This design comes from an exercise in tuning for small area, a short achievable clock period and few clock cycles per item on the open sky130 flow, not from production work.

maple:
==> flow/design.v <==
module integer_sqrt #(parameter K = 1, parameter S = 1) (clk, start, odd, frac, root, done);
    input clk;
    input start;
    input odd;
    input [51:0] frac;
    output [27:0] root;
    output done;
    localparam C  = (28 - S) / K;    
    localparam CW = (C < 16) ? 4 : 5;
    reg [28:0] q;                    
    reg rdy;                         
    reg [29:0] rem;                  
    reg [CW-1:0] cnt;                
    reg [2*K-1:0] p;                 
    reg ob;                          
    assign root = q[27:0];
    assign done = rdy;
    function [2*K:0] fetch;          
        input [CW-1:0] c;
        input e0;
        input first;                 
        input oprev;                 
        reg [K-1:0] ev;              
        reg [K:0]   od;              
        integer n, k, i;
        begin
            ev = 0;
            od = 0;
            for (n = 0; n < C; n = n + 1)
                if (c == n)
                    for (k = 0; k <= K; k = k + 1) begin
                        i = 25 - S - K*n - k;
                        if (k < K && i >= 0) ev[K-1-k] = frac[2*i];
                        if (k > 0 && i >= 0) od[K-k] = frac[2*i+1];
                    end
            od[K] = first ? frac[2*(25-S)+1] : oprev;
            for (k = 0; k < K; k = k + 1)
                fetch[2*K-1-2*k -: 2] = e0 ? {od[K-k], ev[K-1-k]} : {ev[K-1-k], od[K-1-k]};
            fetch[2*K] = od[0];
        end
    endfunction
    localparam TW = 2*S + 2;
    function [2*S+2:0] topsqrt;      
        input [TW-1:0] mt;
        reg [S:0] r;
        reg [S+1:0] m;
        reg [S+3:0] t;
        integer u;
        begin
            r = 1;
            m = mt[TW-1:TW-2] - 1'b1;
            for (u = 0; u < S; u = u + 1) begin
                t = {m, mt[2*S-1-2*u -: 2]} - {r, 2'b01};
                if (!t[S+3]) begin
                    m = t;
                    r = {r, 1'b1};
                end else begin
                    m = {m, mt[2*S-1-2*u -: 2]};
                    r = {r, 1'b0};
                end
            end
            topsqrt = {r, m};
        end
    endfunction
    wire [2*S+2:0] tab_odd  [0:(1 << 2*S) - 1];
    wire [2*S+2:0] tab_even [0:(1 << 2*S+1) - 1];
    genvar v;
    generate
        for (v = 0; v < (1 << 2*S); v = v + 1) begin : todd
            assign tab_odd[v] = topsqrt({2'b01, v[2*S-1:0]});
        end
        for (v = 0; v < (1 << 2*S+1); v = v + 1) begin : teven
            assign tab_even[v] = topsqrt({1'b1, v[2*S:0]});
        end
    endgenerate
    wire [2*S+2:0] top_odd  = tab_odd[frac[51 -: 2*S]];
    wire [2*S+2:0] top_even = tab_even[frac[51 -: 2*S+1]];
    wire [S:0] r0 = odd ? top_odd[2*S+2 -: S+1] : top_even[2*S+2 -: S+1];
    wire [S+1:0] m0 = odd ? top_odd[S+1:0] : top_even[S+1:0];
    wire [29:0] rs [0:K/2];
    wire [28:0] qs [0:K/2];
    assign rs[0] = rem;
    assign qs[0] = q;
    genvar g;
    generate
        for (g = 0; g < K/2; g = g + 1) begin : stage
            wire [1:0] p1 = p[2*K-1-4*g -: 2];
            wire [1:0] p2 = p[2*K-3-4*g -: 2];
            wire sg = rs[g][29];
            wire [28:0] qn = qs[g] ^ {29{~sg}};
            wire [30:0] t1 = {rs[g][28:0], p1} + {qn, 2'b11};
            wire [30:0] x = {rs[g][26:0], p1, p2};
            wire [30:0] t2s = x + {qn, 3'b111};
            wire [30:0] t2b = x + {qn, 4'b1111} + {qn, 3'b000};
            wire s1 = t1[30];
            wire [30:0] t2 = (s1 == sg) ? t2b : t2s;
            assign rs[g+1] = {t2[30], t2[28:0]};
            assign qs[g+1] = {qs[g][26:0], ~s1, ~t2[30]};
        end
    endgenerate
    always @(posedge clk) begin
        if (start) begin
            q   <= r0;
            rdy <= 1'b0;
            rem <= m0;
            cnt <= 1;
            {ob, p} <= fetch(0, odd, 1'b1, 1'b0);
        end else begin
            if (!q[28]) q <= qs[K/2];
            rdy <= rdy | q[28-K];
            rem <= rs[K/2];
            cnt <= cnt + 1'b1;
            {ob, p} <= fetch(cnt, odd, 1'b0, ob);
        end
    end
endmodule
module fp_sqrt(reset, clk, i_sign, i_exp, i_frac, ready, o_sign, o_exp, o_frac);
    input reset;
    input clk;
    input i_sign;
    input wire [10:0] i_exp;
    input wire [51:0] i_frac;
    output wire ready;
    output reg o_sign;
    output reg [10:0] o_exp;
    output wire [51:0] o_frac;
    wire [27:0] root;
    always @(posedge clk) begin
        if (reset) begin
            o_sign <= i_sign;
            o_exp  <= (i_exp >> 1) + 11'd511 + i_exp[0];
        end
    end
    integer_sqrt #(.K(2), .S(2)) rooter(.clk(clk), .start(reset), .odd(i_exp[0]),
                        .frac(i_frac), .root(root), .done(ready));
    assign o_frac = {root, 24'd0};
endmodule
Settings: LEC_CHECK=0, ABC_AREA=1, ABC_CLOCK_PERIOD_IN_PS=2500, CAP_MARGIN=20, CORE_MARGIN=2, CORE_UTILIZATION=40, SETUP_SLACK_MARGIN=5, SLEW_MARGIN=20, TNS_END_PERCENT=30; clock period 11.0 ns.
standard.sh (not shown) runs the stock make flow with config.mk's settings and CLKGATE_MAP_FILE= SYNTH_SCRIPT=/design/flow/synth_recipe.tcl, a recipe that flattens the netlist after the stock synthesis.
==> flow/flow/run.sh <==
#!/bin/bash
# The standard layout (the standard.sh, standard synthesis unchanged) with
# two changes to how the layout is made: the port buffers use the smallest
# buffer cell, and timing repair aims for 7.75 ns of setup slack.
set -o pipefail
bash standard.sh "BUFFER_PORTS_ARGS=-buffer_cell sky130_fd_sc_hd__buf_1" SETUP_SLACK_MARGIN=7.75  finish > flow_make.log 2>&1
The following lists how onyx was set up differently from maple:
-- flow/design.v --
<<< maple, line 13
    reg [CW-1:0] cnt;                
    reg [2*K-1:0] p;                 
    reg ob;                          
    assign root = q[27:0];
    assign done = rdy;
    function [2*K:0] fetch;          
        input [CW-1:0] c;
        input e0;
        input first;                 
        input oprev;                 
        reg [K-1:0] ev;              
        reg [K:0]   od;              
>>> onyx, line 13
    reg [CW-1:0] cnt;                
    reg [2*K-1:0] p;                 
    assign root = q[27:0];
    assign done = rdy;
    function [2*K-1:0] fetch;
        input [CW-1:0] c;
        input e0;
        reg [K-1:0] ev;              
        reg [K:0]   od;              
<<< maple, line 32
                        i = 25 - S - K*n - k;
                        if (k < K && i >= 0) ev[K-1-k] = frac[2*i];
                        if (k > 0 && i >= 0) od[K-k] = frac[2*i+1];
                    end
            od[K] = first ? frac[2*(25-S)+1] : oprev;
            for (k = 0; k < K; k = k + 1)
                fetch[2*K-1-2*k -: 2] = e0 ? {od[K-k], ev[K-1-k]} : {ev[K-1-k], od[K-1-k]};
            fetch[2*K] = od[0];
        end
    endfunction
>>> onyx, line 29
                        i = 25 - S - K*n - k;
                        if (k < K && i >= 0) ev[K-1-k] = frac[2*i];
                        if (i >= 0) od[K-k] = frac[2*i+1];
                    end
            for (k = 0; k < K; k = k + 1)
                fetch[2*K-1-2*k -: 2] = e0 ? {od[K-k], ev[K-1-k]} : {ev[K-1-k], od[K-1-k]};
        end
    endfunction
<<< maple, line 89
            wire sg = rs[g][29];
            wire [28:0] qn = qs[g] ^ {29{~sg}};
            wire [30:0] t1 = {rs[g][28:0], p1} + {qn, 2'b11};
            wire [30:0] x = {rs[g][26:0], p1, p2};
            wire [30:0] t2s = x + {qn, 3'b111};
            wire [30:0] t2b = x + {qn, 4'b1111} + {qn, 3'b000};
            wire s1 = t1[30];
            wire [30:0] t2 = (s1 == sg) ? t2b : t2s;
>>> onyx, line 84
            wire sg = rs[g][29];
            wire [28:0] qn = qs[g] ^ {29{~sg}};
            wire [30:0] t1, t2s, t2b;
            pfadd #(31) a1(.a({rs[g][28:0], p1}), .b({qn, 2'b11}), .s(t1));
            wire [30:0] x = {rs[g][26:0], p1, p2};
            pfadd #(31) a2(.a(x), .b({qn[27:0], 3'b111}), .s(t2s));
            wire [30:0] ca = {qn[26:0], 4'b1111};
            wire [30:0] cb = {qn[27:0], 3'b000};
            wire [30:0] cs = x ^ ca ^ cb;
            wire [30:0] cc = (x & ca) | (x & cb) | (ca & cb);
            pfadd #(31) a3(.a(cs), .b({cc[29:0], 1'b0}), .s(t2b));
            wire s1 = t1[30];
            wire [30:0] t2 = (s1 == sg) ? t2b : t2s;
<<< maple, line 105
            rem <= m0;
            cnt <= 1;
            {ob, p} <= fetch(0, odd, 1'b1, 1'b0);
        end else begin
            if (!q[28]) q <= qs[K/2];
>>> onyx, line 105
            rem <= m0;
            cnt <= 1;
            p   <= fetch(0, odd);
        end else begin
            if (!q[28]) q <= qs[K/2];
<<< maple, line 111
            rem <= rs[K/2];
            cnt <= cnt + 1'b1;
            {ob, p} <= fetch(cnt, odd, 1'b0, ob);
        end
    end
endmodule
module fp_sqrt(reset, clk, i_sign, i_exp, i_frac, ready, o_sign, o_exp, o_frac);
>>> onyx, line 111
            rem <= rs[K/2];
            cnt <= cnt + 1'b1;
            p   <= fetch(cnt, odd);
        end
    end
endmodule
module pfadd #(parameter N = 31) (a, b, s);
    input [N-1:0] a;
    input [N-1:0] b;
    output [N-1:0] s;
    wire [N-1:0] p0 = a ^ b;
    reg [N-1:0] g, p, gn, pn;
    integer i, d;
    always @(*) begin
        g = a & b;
        p = p0;
        for (d = 1; d < N; d = d * 2) begin
            gn = g;
            pn = p;
            for (i = 0; i < N; i = i + 1)
                if (i & d) begin
                    gn[i] = g[i] | (p[i] & g[(i & ~(d-1)) - 1]);
                    pn[i] = p[i] & p[(i & ~(d-1)) - 1];
                end
            g = gn;
            p = pn;
        end
    end
    assign s = p0 ^ {g[N-2:0], 1'b0};
endmodule
module fp_sqrt(reset, clk, i_sign, i_exp, i_frac, ready, o_sign, o_exp, o_frac);
Notes after the runs:
Comparing maple with onyx, the clock slew seen by the registers of the worst setup and hold paths came out essentially unchanged. Summary of the comparison: mean post-synth cell area is higher in onyx, relative to maple. When the final numbers for onyx and maple were put side by side, the adder-cell area share of the yosys netlist turned out to be greater in onyx.
No run of this note included a check of the RTL's function; only the layout flow was run.


Setup of old:
Another version of the RTL of fp_sqrt (not shown whole).
Size in the first run: roughly 1,100 cells after synthesis, ~130 I/O pins, roughly 0.0088 sq mm of cells after synthesis.
==> module integer_sqrt, before the edit <==
module integer_sqrt #(parameter K = 1, parameter S = 1) (clk, start, odd, frac, root, done);
    input clk;
    input start;
    input odd;
    input [51:0] frac;
    output [27:0] root;
    output done;
    localparam C  = (28 - S) / K;    
    localparam CW = $clog2(C + 1);
    reg [28:0] q;                    
    reg [29:0] rem;                  
    reg [CW-1:0] cnt;                
    reg [2*K-1:0] p;                 
    assign root = q[27:0];
    assign done = q[28];
    function [2*K-1:0] fetch;
        input [CW-1:0] c;
        input e0;
        reg [K-1:0] ev;              
        reg [K:0]   od;              
        integer n, k, i;
        begin
            ev = 0;
            od = 0;
            for (n = 0; n < C; n = n + 1)
                if (c == n)
                    for (k = 0; k <= K; k = k + 1) begin
                        i = 25 - S - K*n - k;
                        if (k < K && i >= 0) ev[K-1-k] = frac[2*i];
                        if (i >= 0) od[K-k] = frac[2*i+1];
                    end
            for (k = 0; k < K; k = k + 1)
                fetch[2*K-1-2*k -: 2] = e0 ? {od[K-k], ev[K-1-k]} : {ev[K-1-k], od[K-1-k]};
        end
    endfunction
    localparam TW = 2*S + 2;
    wire [TW-1:0] mtop = odd ? {2'b01, frac[51 -: 2*S]} : {1'b1, frac[51 -: 2*S+1]};
    reg [S:0] r0;
    reg [S+1:0] m0;
    reg [S+3:0] tt;
    integer u;
    always @(*) begin
        r0 = 1;
        m0 = mtop[TW-1:TW-2] - 1'b1;
        for (u = 0; u < S; u = u + 1) begin
            tt = {m0, mtop[2*S-1-2*u -: 2]} - {r0, 2'b01};
            if (!tt[S+3]) begin
                m0 = tt;
                r0 = {r0, 1'b1};
            end else begin
                m0 = {m0, mtop[2*S-1-2*u -: 2]};
                r0 = {r0, 1'b0};
            end
        end
    end
    wire [29:0] rs [0:K/2];
    wire [28:0] qs [0:K/2];
    assign rs[0] = rem;
    assign qs[0] = q;
    genvar g;
    generate
        for (g = 0; g < K/2; g = g + 1) begin : stage
            wire [1:0] p1 = p[2*K-1-4*g -: 2];
            wire [1:0] p2 = p[2*K-3-4*g -: 2];
            wire sg = rs[g][29];
            wire [28:0] qn = qs[g] ^ {29{~sg}};
            wire [30:0] t1 = {rs[g][28:0], p1} + {qn, 2'b11};
            wire [30:0] x = {rs[g][26:0], p1, p2};
            wire [30:0] t2s = x + {qn, 3'b111};
            wire [30:0] t2b = x + {qn, 4'b1111} + {qn, 3'b000};
            wire s1 = t1[30];
            wire [30:0] t2 = (s1 == sg) ? t2b : t2s;
            assign rs[g+1] = {t2[30], t2[28:0]};
            assign qs[g+1] = {qs[g][26:0], ~s1, ~t2[30]};
        end
    endgenerate
    always @(posedge clk) begin
        if (start) begin
            q   <= r0;
            rem <= m0;
            cnt <= 1;
            p   <= fetch(0, odd);
        end else begin
            if (!q[28]) q <= qs[K/2];
            rem <= rs[K/2];
            cnt <= cnt + 1'b1;
            p   <= fetch(cnt, odd);
        end
    end
endmodule
Settings: LEC_CHECK=0, ABC_CLOCK_PERIOD_IN_PS=2500, CAP_MARGIN=20, CORE_MARGIN=2, CORE_UTILIZATION=40, SETUP_SLACK_MARGIN=5, SLEW_MARGIN=20; clock period 11.0 ns.
==> flow/flow/run.sh <==
#!/bin/bash
# The standard layout (the standard.sh, standard synthesis unchanged) with
# two changes to how the layout is made: the port buffers use the smallest
# buffer cell, and timing repair aims for 8 ns of setup slack.
set -o pipefail
bash standard.sh "BUFFER_PORTS_ARGS=-buffer_cell sky130_fd_sc_hd__buf_1" SETUP_SLACK_MARGIN=8  finish > flow_make.log 2>&1
Inputs modified between old and new:
--- a/flow/design.v
+++ b/flow/design.v
@@ -32,29 +32,36 @@
             for (k = 0; k < K; k = k + 1)
                 fetch[2*K-1-2*k -: 2] = e0 ? {od[K-k], ev[K-1-k]} : {ev[K-1-k], od[K-1-k]};
         end
     endfunction
     localparam TW = 2*S + 2;
-    wire [TW-1:0] mtop = odd ? {2'b01, frac[51 -: 2*S]} : {1'b1, frac[51 -: 2*S+1]};
-    reg [S:0] r0;
-    reg [S+1:0] m0;
-    reg [S+3:0] tt;
-    integer u;
-    always @(*) begin
-        r0 = 1;
-        m0 = mtop[TW-1:TW-2] - 1'b1;
-        for (u = 0; u < S; u = u + 1) begin
-            tt = {m0, mtop[2*S-1-2*u -: 2]} - {r0, 2'b01};
-            if (!tt[S+3]) begin
-                m0 = tt;
-                r0 = {r0, 1'b1};
-            end else begin
-                m0 = {m0, mtop[2*S-1-2*u -: 2]};
-                r0 = {r0, 1'b0};
+    function [2*S+2:0] topsqrt;      
+        input [TW-1:0] mt;
+        reg [S:0] r;
+        reg [S+1:0] m;
+        reg [S+3:0] t;
+        integer u;
+        begin
+            r = 1;
+            m = mt[TW-1:TW-2] - 1'b1;
+            for (u = 0; u < S; u = u + 1) begin
+                t = {m, mt[2*S-1-2*u -: 2]} - {r, 2'b01};
+                if (!t[S+3]) begin
+                    m = t;
+                    r = {r, 1'b1};
+                end else begin
+                    m = {m, mt[2*S-1-2*u -: 2]};
+                    r = {r, 1'b0};
+                end
             end
+            topsqrt = {r, m};
         end
-    end
+    endfunction
+    wire [2*S+2:0] top_odd  = topsqrt({2'b01, frac[51 -: 2*S]});
+    wire [2*S+2:0] top_even = topsqrt({1'b1, frac[51 -: 2*S+1]});
+    wire [S:0] r0 = odd ? top_odd[2*S+2 -: S+1] : top_even[2*S+2 -: S+1];
+    wire [S+1:0] m0 = odd ? top_odd[S+1:0] : top_even[S+1:0];
     wire [29:0] rs [0:K/2];
     wire [28:0] qs [0:K/2];
     assign rs[0] = rem;
     assign qs[0] = q;
     genvar g;
==> comparison <==
new: worst slew margin relative to its limit is 7.7 points higher than what old reported.
old → new: total number of cells along the worst setup path went down, total wirelength of the detailed-routed design went down.
new vs old — fraction of the mapped netlist area in compound gates dropped 1.6 points.
new ends up with a fraction of area in registers that is 1.9 points higher than in old.
Looking at most common cell after layout, fill and taps aside, the ha_1 result is from new; the buf_4 one comes from old.
old → new: met2 wire length down 2100 um; area share of buffers outside the clock network fell 2.7 points; worst setup slack has increased.
A highest-delay cell along the critical path of mux4_2 is what new shows, while o31a_1 belongs to old.
Vias after detailed routing | new below old
No functional check of the RTL was part of any run of this note.

[what the ideal ports hide]
In the flow no input, the clock included, has a driving cell. The finished layouts below were timed again as built, in two steps. Step 1 sets driving cells, clkbuf_16 on the clock port and buf_2 on the other inputs (assumed; they add their load-dependent delay and slew). Step 2 times the ports against the registers' clock, not the clock port: input delays grow and output delays shrink by t, the midpoint of the rising clock arrivals with the driver on. Three values: ideal, step 1, step 2; two values: the first two.
| run | t, ns | setup WS [ns] | slew at the worst register clock pin (ns) | worst slew at a driven data input, ns | cell pins on the clock port's net |
|---|---|---|---|---|---|
| maple | 0.411 | 7.611 / 7.563 / 7.300 | 0.08 / 0.08 | 0.04 | 1 |
| onyx | 0.398 | 7.627 / 7.584 / 7.349 | 0.07 / 0.07 | 0.05 | 1 |
| old | 0.400 | 7.467 / 7.469 / 7.069 | 0.07 / 0.07 | 0.06 | 1 |
| new | 0.403 | 7.486 / 7.492 / 7.089 | 0.08 / 0.08 | 0.06 | 1 |
After both steps setup and hold are still met in every run listed. For old, which loses most, drivers alone change the setup slack by +0.002 ns; drivers and shift together by -0.398 ns.
